From an optimization exercise on the open Yosys and OpenROAD flow, aimed at small area, a short achievable clock period and few clock cycles; shortcuts taken in it are not production practice. In this exercise RTL edits were held to simulation tests only and were not proved equivalent to the original. No activity file was given, so power comes from the tool's default toggle rates.

==> job 3794: inputs <==
// ffCalc
module ffCalc (
	input clk,					 
	input strobe,				 
	input [3:0] token,			 
	output ready,				 
	output reg [3:0] answer		 
);
clock: 6.0 ns
lec_check: 0
abc_area: 1
cap_margin: 20
core_margin: 2
core_utilization: 40
slew_margin: 20
run.sh (not shown) runs the stock make flow with config.mk's settings and CLKGATE_MAP_FILE= SYNTH_SCRIPT=/design/flow/synth_recipe.tcl, a recipe that flattens the netlist after the stock synthesis.
==> job 731: changes against job 3794 <==
==> flow/design.v (replaced) <==
module ffCalc (
	input clk,					 
	input strobe,				 
	input [3:0] token,			 
	output ready,				 
	output [3:0] answer			 
);
	parameter token_ADD	= 4'hA;
	parameter token_SUB	= 4'hB;
	parameter token_MUL	= 4'hC;
	parameter token_DIV	= 4'hD;
	parameter token_EQU	= 4'hE;
	parameter token_CLR	= 4'hF;
	parameter pend_ADD = 2'd0;  
	parameter pend_SUB = 2'd1;  
	parameter pend_MUL = 2'd2;  
	parameter pend_DIV = 2'd3;  
	reg [3:0] sum;
	reg [3:0] term;
	reg neg;
	reg [1:0] pend;
	reg has_op;
	wire clear = strobe & (token_CLR==token);
	wire is_number = ~token[3] | (token[2:1]==2'b00);
	wire is_func = token[3] & (token[2:1]!=2'b00) & ~(token[2] & token[1]);  
	wire [3:0] total = neg ? (sum - term) : (sum + term);
	reg [3:0] folded;
	always @* begin
		case (pend)
			pend_MUL : folded = term * token;
			pend_DIV : folded = (token == 4'd0) ? 4'hF : term / token;
			default  : folded = token;
		endcase
	end
	always @(posedge clk) begin
		if (clear) begin
			sum <= 4'd0;
			term <= 4'd0;
			neg <= 1'b0;
			pend <= pend_ADD;
			has_op <= 1'b0;
		end else if (strobe) begin
			if (is_number) begin
				term <= folded;
				if (~pend[1]) begin
					sum <= total;
					neg <= pend[0];
				end
			end else if (is_func) begin
				pend <= token[1:0] + 2'd2;  
				has_op <= 1'b1;
			end
		end
	end
	assign ready = 1'b1;
	assign answer = has_op ? total : 4'd0;
endmodule
- ABC_AREA: 1 -> unset
==> qor summary <==
metric                                                                                job 731                  job 3794
Result of the run                                                    timing/DRC/antenna clean  timing/DRC/antenna clean
Post-synthesis compound-gate area fraction                                              19.0%                     17.9%
Global Route Usage Sum                                                                  18.3%                     18.9%
Well Taps                                                                                  44                        48
Synth Area in XOR/XNOR                                                                  10.4%                     5.37%
R2R Path End                                                             term[0]$_SDFFE_PP0P_      term[3]$_SDFFE_PP0P_
Post-layout instance area                                                        0.00147 mm^2              0.00164 mm^2
Total wire length after detailed routing                                              2.90 mm                   3.73 mm
Count of plain and timing-repair buffers                                                   11                         9
Number of cells on the critical path                                                       15                        11
Min-Delay Endpoint                                                        sum[2]$_SDFFE_PP0P_       sum[1]$_SDFFE_PP0P_
Post-synthesis to final-layout area growth                                              12.1%                     11.4%
Final HPWL DP                                                                         2.32 mm                   2.74 mm
Crit-path max FO                                                                           10                        13
Clock latency at the later pin of the worst-skew pair                                  290 ps                    250 ps
Internal Power                                                                         384 uW                    375 uW
Clock network power consumption                                                       70.0 uW                   95.6 uW
Vias in the first global route                                                          1,081                     1,426
Count of routing violations after the opening detailed-route iteration                     26                       119
Top-count cell post-synth                                               sky130_fd_sc_hd__ha_1  sky130_fd_sc_hd__nand2_1
Share of final-layout standard cells stronger than drive strength 1                     9.58%                     6.12%
Fraction of standard cell area in multi-input logic                                     66.8%                     61.0%
Testbench counts of job 3794, summed over its fixed seeds: cycles 35,318.
Testbench counts of job 731, summed over its fixed seeds: cycles 35,318.


==> run a: inputs <==
ffCalc, a different RTL version from the one above (not shown whole).
==> module ffCalc, before the edit <==
module ffCalc (
	input clk,					 
	input strobe,				 
	input [3:0] token,			 
	output ready,				 
	output [3:0] answer			 
);
	parameter token_ADD	= 4'hA;
	parameter token_SUB	= 4'hB;
	parameter token_MUL	= 4'hC;
	parameter token_DIV	= 4'hD;
	parameter token_EQU	= 4'hE;
	parameter token_CLR	= 4'hF;
	parameter pend_ADD = 2'd0;  
	parameter pend_SUB = 2'd1;  
	parameter pend_MUL = 2'd2;  
	parameter pend_DIV = 2'd3;  
	reg [3:0] sum;
	reg [3:0] term;
	reg neg;
	reg [3:0] digit;
	reg [1:0] pend;
	reg has_op;
	wire clear = strobe & (token_CLR==token);
	wire is_number = ~token[3] | (token[2:1]==2'b00);
	wire is_op = token[3] & (token[2:1]!=2'b00);  
	wire is_func = is_op & ~(token[2] & token[1]);  
	wire [3:0] total = neg ? (sum - term) : (sum + term);
	reg [3:0] folded;
	always @* begin
		case (pend)
			pend_MUL : folded = term * digit;
			pend_DIV : folded = (digit == 4'd0) ? 4'hF : term / digit;
			default  : folded = digit;
		endcase
	end
	always @(posedge clk) begin
		if (strobe) digit <= token;
	end
	always @(posedge clk) begin
		if (clear) begin
			sum <= 4'd0;
			term <= 4'd0;
			neg <= 1'b0;
			pend <= pend_ADD;
			has_op <= 1'b0;
		end else if (strobe) begin
			if (is_number) begin
				if (~pend[1]) begin
					sum <= total;
					neg <= pend[0];
				end
			end else if (is_op) begin
				term <= folded;
				pend <= token[1:0] + 2'd2;  
				if (is_func) has_op <= 1'b1;
			end
		end
	end
	assign ready = 1'b1;
	assign answer = has_op ? total : 4'd0;
endmodule
Settings: LEC_CHECK=0, CAP_MARGIN=20, CORE_MARGIN=2, CORE_UTILIZATION=40, SLEW_MARGIN=20; clock period 6.0 ns.
==> run b: changes against run a <==
==> flow/design.v (replaced) <==
module ffCalc (
	input clk,					 
	input strobe,				 
	input [3:0] token,			 
	output ready,				 
	output reg [3:0] answer		 
);
	parameter token_ADD	= 4'hA;
	parameter token_SUB	= 4'hB;
	parameter token_MUL	= 4'hC;
	parameter token_DIV	= 4'hD;
	parameter token_EQU	= 4'hE;
	parameter token_CLR	= 4'hF;
	parameter pend_NEW   = 2'd0;  
	parameter pend_FIRST = 2'd1;  
	parameter pend_MUL   = 2'd2;  
	parameter pend_DIV   = 2'd3;  
	reg [3:0] term;
	reg neg;
	reg [1:0] pend;
	wire clear = strobe & (token_CLR==token);
	wire is_number = ~token[3] | (token[2:1]==2'b00);
	wire is_equal = (token_EQU==token);
	wire is_addsub = (token[3:1]==3'b101);  
	wire is_first = (pend_FIRST==pend);
	wire [4:0] total5 = {answer, 1'b1} + {term ^ {4{neg}}, neg};
	wire [3:0] total = total5[4:1];
	wire [3:0] prod;
	wire [3:0] quot;
	FoldMul fold_mul(.term(term), .digit(token), .prod(prod));
	FoldDiv fold_div(.term(term), .digit(token), .quot(quot));
	reg [3:0] folded;
	always @* begin
		case (pend)
			pend_MUL : folded = prod;
			pend_DIV : folded = quot;
			default  : folded = token;
		endcase
	end
	always @(posedge clk) begin
		if (strobe & token[3] & (token[2] | token[1]))  
			pend <= {~token[1], token[2] & token[0]};
	end
	always @(posedge clk) begin
		if (strobe & is_number) term <= folded;
	end
	always @(posedge clk) begin
		if (clear) neg <= 1'b0;
		else if (strobe & is_addsub) neg <= token[0];  
	end
	always @(posedge clk) begin
		if (clear | (strobe & is_equal & is_first)) answer <= 4'd0;
		else if (strobe & (is_addsub | is_equal)) answer <= total;
	end
	assign ready = 1'b1;
endmodule
module FoldMul (
	input [3:0] term,
	input [3:0] digit,
	output [3:0] prod
);
	assign prod = term * digit;
endmodule
module FoldDiv (
	input [3:0] term,
	input [3:0] digit,
	output reg [3:0] quot
);
	function [3:0] div3(input [3:0] t);
		case (t)
			4'd0: div3 = 4'd0;
			4'd1: div3 = 4'd0;
			4'd2: div3 = 4'd0;
			4'd3: div3 = 4'd1;
			4'd4: div3 = 4'd1;
			4'd5: div3 = 4'd1;
			4'd6: div3 = 4'd2;
			4'd7: div3 = 4'd2;
			4'd8: div3 = 4'd2;
			4'd9: div3 = 4'd3;
			4'd10: div3 = 4'd3;
			4'd11: div3 = 4'd3;
			4'd12: div3 = 4'd4;
			4'd13: div3 = 4'd4;
			4'd14: div3 = 4'd4;
			4'd15: div3 = 4'd5;
		endcase
	endfunction
	function [3:0] div5(input [3:0] t);
		case (t)
			4'd0: div5 = 4'd0;
			4'd1: div5 = 4'd0;
			4'd2: div5 = 4'd0;
			4'd3: div5 = 4'd0;
			4'd4: div5 = 4'd0;
			4'd5: div5 = 4'd1;
			4'd6: div5 = 4'd1;
			4'd7: div5 = 4'd1;
			4'd8: div5 = 4'd1;
			4'd9: div5 = 4'd1;
			4'd10: div5 = 4'd2;
			4'd11: div5 = 4'd2;
			4'd12: div5 = 4'd2;
			4'd13: div5 = 4'd2;
			4'd14: div5 = 4'd2;
			4'd15: div5 = 4'd3;
		endcase
	endfunction
	function [3:0] div6(input [3:0] t);
		case (t)
			4'd0: div6 = 4'd0;
			4'd1: div6 = 4'd0;
			4'd2: div6 = 4'd0;
			4'd3: div6 = 4'd0;
			4'd4: div6 = 4'd0;
			4'd5: div6 = 4'd0;
			4'd6: div6 = 4'd1;
			4'd7: div6 = 4'd1;
			4'd8: div6 = 4'd1;
			4'd9: div6 = 4'd1;
			4'd10: div6 = 4'd1;
			4'd11: div6 = 4'd1;
			4'd12: div6 = 4'd2;
			4'd13: div6 = 4'd2;
			4'd14: div6 = 4'd2;
			4'd15: div6 = 4'd2;
		endcase
	endfunction
	function [3:0] div7(input [3:0] t);
		case (t)
			4'd0: div7 = 4'd0;
			4'd1: div7 = 4'd0;
			4'd2: div7 = 4'd0;
			4'd3: div7 = 4'd0;
			4'd4: div7 = 4'd0;
			4'd5: div7 = 4'd0;
			4'd6: div7 = 4'd0;
			4'd7: div7 = 4'd1;
			4'd8: div7 = 4'd1;
			4'd9: div7 = 4'd1;
			4'd10: div7 = 4'd1;
			4'd11: div7 = 4'd1;
			4'd12: div7 = 4'd1;
			4'd13: div7 = 4'd1;
			4'd14: div7 = 4'd2;
			4'd15: div7 = 4'd2;
		endcase
	endfunction
	always @* begin
		if (digit[3]) begin
			quot = digit[0] ? {3'd0, term[3] & (term[2:0] != 3'd0)} : {3'd0, term[3]};
		end else begin
			case (digit[2:0])
				3'd0 : quot = 4'hF;  
				3'd1 : quot = term;
				3'd2 : quot = {1'b0, term[3:1]};
				3'd3 : quot = div3(term);
				3'd4 : quot = {2'd0, term[3:2]};
				3'd5 : quot = div5(term);
				3'd6 : quot = div6(term);
				default : quot = div7(term);
			endcase
		end
	end
endmodule
==> flow/flow/run.sh (new file) <==
#!/bin/bash
# Layout flow: the standard synthesis, then the combinational logic is
# mapped again with an area-oriented ABC script (registers, their names and
# cell types are kept), then the standard layout from floorplan to finish,
# with the port buffers made of buf_1 cells.
set -euo pipefail
WORK=$(pwd)
RES=$WORK/orfs/results/$FLOW_PLATFORM/ffCalc/base
LIB=$FLOW_HOME/platforms/sky130hd/lib/sky130_fd_sc_hd__tt_025C_1v80.lib

# 1. standard synthesis
bash standard.sh $RES/1_2_yosys.v > $WORK/1_synth.log 2>&1
cp $RES/1_2_yosys.v $WORK/1_2_yosys.standard.v

# 2. re-map the combinational logic
DONT_USE=$(sed -n 's/^export DONT_USE_CELLS += //p; /^    sky130/p' $FLOW_HOME/platforms/sky130hd/config.mk | tr -d '\\' | tr -s ' \n' ' ')
DU_ARGS=""
for c in $DONT_USE; do DU_ARGS="$DU_ARGS -dont_use $c"; done
cat > $WORK/remap.ys <<EOT
read_liberty -ignore_miss_func $LIB
blackbox sky130_fd_sc_hd__dfxtp_1 sky130_fd_sc_hd__edfxtp_1
read_verilog $WORK/1_2_yosys.standard.v
hierarchy -top $FLOW_TOP
flatten
opt_clean
abc -liberty $LIB $DU_ARGS -script $WORK/flow/area.abc
opt_clean -purge
rename -hide w:*.*
hilomap -singleton -hicell sky130_fd_sc_hd__conb_1 HI -locell sky130_fd_sc_hd__conb_1 LO
stat -liberty $LIB
write_verilog -noattr -nohex -nodec $WORK/1_2_yosys.remap.v
EOT
yosys -s $WORK/remap.ys > $WORK/2_remap.log 2>&1
if grep -q 'assign .* >> ' $WORK/1_2_yosys.remap.v; then echo "remap left unmapped logic" >&2; exit 1; fi
cp $WORK/1_2_yosys.remap.v $RES/1_2_yosys.v
touch $RES/1_2_yosys.v

# 3. standard layout from the re-mapped netlist
bash standard.sh "BUFFER_PORTS_ARGS=-buffer_cell sky130_fd_sc_hd__buf_1" finish > $WORK/3_layout.log 2>&1
==> flow/flow/area.abc (new file) <==
strash
&get -n
&fraig -x
&put
scorr
dc2
strash
dc2
strash
&get -n
&dch -f
&nf -R 1000
&put
&get -n
&dch -f
&nf
&put
==> flow/standard.sh (new file) <==
#!/bin/bash
# synth_recipe.tcl (not shown) runs the flow's synth.tcl, then flattens the netlist and writes it again
# the make line also repeats each setting of config.mk as NAME=value (left out here)
make -C /OpenROAD-flow-scripts/flow DESIGN_CONFIG=/design/flow/config.mk WORK_HOME=/design/flow/orfs CLKGATE_MAP_FILE= SYNTH_SCRIPT=/design/flow/synth_recipe.tcl "${@:-finish}"
Settings changed: ABC_AREA set to 1, CORE_AREA set to 2.3 2.72 62.56 62.56, CORE_MARGIN 2 to unset, CORE_UTILIZATION 40 to unset, CTS_BUF_LIST set to sky130_fd_sc_hd__clkbuf_2, DIE_AREA set to 0 0 64.6 64.6, SETUP_SLACK_MARGIN set to 3.6, SYNTH_HIERARCHICAL set to 1.
removed: flow/run.sh
==> run notes <==
- Register-to-register slack: run b is better than run a (2.4 ns).
- Synthesized area: run b is smaller than run a (about 33%).
- Global-route usage: run a is higher than run b (4.1 points).
- Combinational power: run b is smaller than run a (73%).
- Against run a, the maximum frequency of run b is higher by about 90%.
- Of run b and run a, run a has the higher synthesized cell count (gap about 22%, measured against run a).
- In run b the clock skew is higher than in run a, by 0.013 ns.
- In run b the core utilization is lower than in run a, by 17 points.
- Against run b, the critical path depth of run a is higher by 9.
==> figures <==
Cts repair resizes: run a 0; run b 5
Pin count of the biggest net entering global routing: run a 11; run b 19
Met3 wire length: run a 151 um; run b 77 um
Result of the run: run a timing/DRC/antenna clean; run b timing/DRC/antenna clean
Switching part of the total power: run a 39.2%; run b 37.2%
Final GP Congestion: run a 0.871; run b 0.789
Portion of total power attributed to sequential cells: run a 25.9%; run b 42.9%
Largest fanout on the critical path: run a 10; run b 18
Clock-pin slew on the worst setup and hold paths: run a 0.10 ns; run b 0.12 ns
Fin area: run a 1560 um^2; run b 1090 um^2
Fin Clk Skew: run a 0.00176 ns; run b 0.0143 ns
Worst setup path class: run a reg -> reg; run b in -> reg
Clock Sink Count: run a 16; run b 11
Number of combinational gates with multiple inputs: run a 122; run b 106
Worst setup slack after layout: run a 1.54 ns; run b 3.67 ns
End point of the critical path: run a term[0]; run b term[3]
Area used by multi-input combinational logic: run a 966 um^2; run b 659 um^2
Internal portion of total power: run a 413 uW; run b 171 uW
Depth of the worst register-to-register path: run a 16; run b 6
Vert. Die Dim: run a 63.1 um; run b 64.6 um
Testbench counts of run a, summed over its fixed seeds: cycles 35,318.
Testbench counts of run b, summed over its fixed seeds: cycles 35,318.

[static timing again, ports no longer ideal]
No port has a modelled driver above. Below, the same layouts with a new extraction and two added sets of constraints. Step 1: set_driving_cell puts a clkbuf_16 on clk and a buf_2 on each other input, an assumption about the parent block. Step 2 times the ports against the registers' clock, not the clock port: input delays grow and output delays shrink by t, the midpoint of the rising clock arrivals with the driver on. a / b / c = ideal / step 1 / step 2; a / b = the first two.
run | shift t [ns] | slack for setup (ns) | hold slack, ns
job 3794 | 0.271 | 3.147 / 3.148 / 2.877 | 0.506 / 0.506 / 0.506
job 731 | 0.307 | 0.861 / 0.859 / 0.552 | 0.496 / 0.496 / 0.496
run a | 0.307 | 1.537 / 1.537 / 1.537 | 0.531 / 0.531 / 0.531
run b | 0.259 | 3.671 / 3.653 / 3.394 | 0.547 / 0.547 / 0.547
After both steps setup and hold are still met in every run listed. For job 731, which loses most, drivers alone change the setup slack by -0.002 ns; drivers and shift together by -0.309 ns.
